What follows belongs to an exercise in optimizing a design on an open flow for small area and a short achievable clock period; a production flow would make more cautious choices. The RTL was checked by simulation tests, not by an equivalence proof against the original design.

==> flow/design.v <==
`timescale 1ns / 1ps
module quant_pre(
    input             clk,
    input             rst,
    input      [31:0] i_max,
    input      [31:0] i_activation,
    output reg [23:0] o_p,      
    output reg        o_a24,    
    output reg [22:0] o_nm,     
    output reg [3:0]  o_sh,     
    output reg        o_sat     
);
    wire [7:0]  em = i_max[30:23];
    wire [7:0]  ea = i_activation[30:23];
    wire [22:0] mm = i_max[22:0];
    wire [22:0] ma = i_activation[22:0];
    wire big  = ea > em;
    wire eq   = (ea == em);
    wire [4:0] eh = em[7:3];
    wire [4:0] ah = ea[7:3];
    wire       hi_lt = ah < eh;
    reg        hi_inc;                    
    integer    j;
    always @(*) begin
        hi_inc = 1'b0;
        for (j = 0; j < 5; j = j + 1)
            if (eh[j] & ~ah[j] & ((eh >> (j + 1)) == (ah >> (j + 1))) &
                ((ah & ((5'd1 << j) - 5'd1)) == ((5'd1 << j) - 5'd1)) &
                ((eh & ((5'd1 << j) - 5'd1)) == 5'd0))
                hi_inc = 1'b1;
    end
    wire zero = (eh == 5'd0) | (hi_lt & ~hi_inc) | (hi_inc & (ea[2:0] < em[2:0]));
    wire sat  = big | (eq & (em[7:3] != 5'd0) & (ma >= mm));
    wire [2:0] dm1 = em[2:0] - ea[2:0] - 3'd1;
    wire [23:0] b    = {1'b0, ~mm};
    wire [23:0] p_eq = {ma, 1'b0} ^ b;
    wire [23:0] p_ne = {1'b1, ma} ^ b;
    wire [23:0] p    = eq ? p_eq : p_ne;
    always @(posedge clk) begin
        o_p   <= p;
        o_a24 <= eq;
        o_nm  <= ~mm;
        o_sh  <= zero ? 4'd8 : eq ? 4'd0 : {1'b0, dm1};
        o_sat <= sat;
    end
endmodule
`timescale 1ns / 1ps
module quant_divider (
    input  [23:0] i_p,
    input         i_v24,
    input  [22:0] i_nm,
    output        o_bit,
    output [23:1] o_p,
    output        o_r23
);
    localparam N = 24;
    localparam L = 5;
    wire [N-1:0] b = {1'b0, i_nm};
    wire [N-1:0] p = i_p;
    wire [N-1:0] g = ~p & b;                   
    wire [N-1:0] G [0:2*L-1];
    wire [N-1:0] P [0:2*L-1];
    assign G[0] = {g[N-1:1], p[0] | b[0]};
    assign P[0] = {p[N-1:1], 1'b0};
    genvar l, i;
    generate
        for (l = 0; l < L; l = l + 1) begin : g_up
            for (i = 0; i < N; i = i + 1) begin : g_bit
                if (((i + 1) % (2 << l)) == 0) begin : m
                    assign G[l+1][i] = G[l][i] | (P[l][i] & G[l][i - (1 << l)]);
                    assign P[l+1][i] = P[l][i] & P[l][i - (1 << l)];
                end else begin : k
                    assign G[l+1][i] = G[l][i];
                    assign P[l+1][i] = P[l][i];
                end
            end
        end
        for (l = L - 2; l >= 0; l = l - 1) begin : g_dn
            for (i = 0; i < N; i = i + 1) begin : g_bit
                if (((i + 1) % (2 << l)) == (1 << l) && i > (1 << l)) begin : m
                    assign G[2*L-1-l][i] = G[2*L-2-l][i] | (P[2*L-2-l][i] & G[2*L-2-l][i - (1 << l)]);
                    assign P[2*L-1-l][i] = P[2*L-2-l][i] & P[2*L-2-l][i - (1 << l)];
                end else begin : k
                    assign G[2*L-1-l][i] = G[2*L-2-l][i];
                    assign P[2*L-1-l][i] = P[2*L-2-l][i];
                end
            end
        end
    endgenerate
    wire [N-1:0] cy  = G[2*L-1];               
    wire [N-1:0] cin = {cy[N-2:0], 1'b1};      
    assign o_bit = i_v24 | cy[N-1];
    wire [N:0]   bn  = {2'b00, i_nm};          
    wire [N-1:0] x   = p ^ bn[N:1];
    wire [N-1:0] sel = o_bit ? cin : b;
    wire [N-1:0] r   = x ^ sel ^ bn[N:1];
    assign o_r23 = r[N-1];
    assign o_p   = x[N-2:0] ^ sel[N-2:0];
endmodule
`timescale 1ns / 1ps
module quantizer(
    input         clk,
    input         rst,
    input  [31:0] i_max,
    input  [31:0] i_activation,
    output [7:0]  o_index
);
    wire [23:0] p0;
    wire        a24;
    wire [22:0] nm0;
    wire [3:0]  sh0;
    wire        sat0;
    quant_pre u_quant_pre(
        .clk(clk), .rst(rst), .i_max(i_max), .i_activation(i_activation),
        .o_p(p0), .o_a24(a24), .o_nm(nm0), .o_sh(sh0), .o_sat(sat0)
    );
    wire [23:1] p   [1:8];
    wire        r23 [1:8];
    wire [22:0] nm  [1:8];
    wire [3:0]  sh  [1:8];
    wire        sat [1:8];
    wire [7:0]  q   [1:8];    
    wire c1;
    quant_divider u_step1(.i_p(p0), .i_v24(a24), .i_nm(nm0),
                          .o_bit(c1), .o_p(p[1]), .o_r23(r23[1]));
    assign nm[1]  = nm0;
    assign sh[1]  = sh0;
    assign sat[1] = sat0;
    assign q[1]   = {7'd0, c1};
    genvar k;
    generate
        for (k = 2; k <= 8; k = k + 1) begin : g_stage
            reg [23:1] r_p;
            reg        r_r23;
            reg [22:0] r_nm;
            reg [3:0]  r_sh;
            reg        r_sat;
            reg [6:0]  r_q;
            always @(posedge clk) begin
                r_p   <= p[k-1];
                r_r23 <= r23[k-1];
                r_nm  <= nm[k-1];
                r_sh  <= sh[k-1];
                r_sat <= sat[k-1];
                r_q   <= q[k-1][6:0];
            end
            wire c;
            quant_divider u_step(.i_p({r_p, r_nm[0]}), .i_v24(r_r23), .i_nm(r_nm),
                                 .o_bit(c), .o_p(p[k]), .o_r23(r23[k]));
            assign nm[k]  = r_nm;
            assign sh[k]  = r_sh;
            assign sat[k] = r_sat;
            assign q[k]   = {r_q, c};
        end
    endgenerate
    wire [7:0] idx = sat[8] ? 8'hff : (q[8] >> sh[8]);
    reg [3:0] r_cnt;
    reg [7:0] r_index;
    always @(posedge clk or posedge rst) begin
        if (rst) begin
            r_cnt   <= 4'd0;
            r_index <= 8'd0;
        end else begin
            if (!r_cnt[3])
                r_cnt <= r_cnt + 4'd1;
            r_index <= idx & {8{r_cnt[3]}};
        end
    end
    assign o_index = r_index;
endmodule
clock: 5.0 ns
lec_check: 0
abc_area: 1
cap_margin: 20
core_margin: 2
core_utilization: 60
cts_cluster_diameter: 100
cts_cluster_size: 30
setup_slack_margin: 2.8
slew_margin: 20
standard.sh (not shown) runs the stock make flow with config.mk's settings and CLKGATE_MAP_FILE= SYNTH_SCRIPT=/design/flow/synth_recipe.tcl, a recipe that flattens the netlist after the stock synthesis.
==> flow/flow/run.sh <==
#!/bin/bash
# The standard ORFS layout, run whole; the only change is the cell used
# for the input and output port buffers (the smallest plain buffer instead of the
# delay buffer the resizer picks by default).
set -euo pipefail
export BUFFER_PORTS_ARGS="-buffer_cell sky130_fd_sc_hd__buf_1"
bash standard.sh > standard.log 2>&1
==> next run, changes <==
--- a/flow/design.v
+++ b/flow/design.v
@@ -13,26 +13,13 @@
     wire [7:0]  em = i_max[30:23];
     wire [7:0]  ea = i_activation[30:23];
     wire [22:0] mm = i_max[22:0];
     wire [22:0] ma = i_activation[22:0];
     wire big  = ea > em;
     wire eq   = (ea == em);
-    wire [4:0] eh = em[7:3];
-    wire [4:0] ah = ea[7:3];
-    wire       hi_lt = ah < eh;
-    reg        hi_inc;                    
-    integer    j;
-    always @(*) begin
-        hi_inc = 1'b0;
-        for (j = 0; j < 5; j = j + 1)
-            if (eh[j] & ~ah[j] & ((eh >> (j + 1)) == (ah >> (j + 1))) &
-                ((ah & ((5'd1 << j) - 5'd1)) == ((5'd1 << j) - 5'd1)) &
-                ((eh & ((5'd1 << j) - 5'd1)) == 5'd0))
-                hi_inc = 1'b1;
-    end
-    wire zero = (eh == 5'd0) | (hi_lt & ~hi_inc) | (hi_inc & (ea[2:0] < em[2:0]));
+    wire zero = ea < (em - 8'd8);
     wire sat  = big | (eq & (em[7:3] != 5'd0) & (ma >= mm));
     wire [2:0] dm1 = em[2:0] - ea[2:0] - 3'd1;
     wire [23:0] b    = {1'b0, ~mm};
     wire [23:0] p_eq = {ma, 1'b0} ^ b;
     wire [23:0] p_ne = {1'b1, ma} ^ b;
     wire [23:0] p    = eq ? p_eq : p_ne;
What happened:
- worst setup slack is worse by 0.048 ns
- via count goes up slightly
- synthesized cell count goes down slightly
- hold slack is better by 0.0037 ns
- die area hardly moves
- routed wire length goes up by a few percent
- first-iteration DRC count goes down by roughly a tenth
- area after synthesis stays flat

==> static timing again, ports no longer ideal <==
No port has a modelled driver above. Below, the same layouts with a new extraction and two added sets of constraints. Step 1: set_driving_cell puts a clkbuf_16 on clk and a buf_2 on each other input, an assumption about the parent block. Step 2 also shifts input and output timing later by t, the mid clock arrival at the registers, as if the neighbouring blocks saw the same clock. a / b / c = ideal ports / drivers / drivers and shift; a / b = the first two.
run	t (ns)	setup slack, ns	worst setup path after step 2	worst register clock-pin slew, ns
the first run	0.569	2.912 / 2.904 / 2.394	input to register	0.10 / 0.10
the second run	0.579	2.864 / 2.884 / 2.306	input to register	0.10 / 0.10
After both steps setup and hold are still met in every run listed. The setup slack of the second run, which loses most, moves by +0.020 ns with the drivers and by -0.558 ns with both steps.
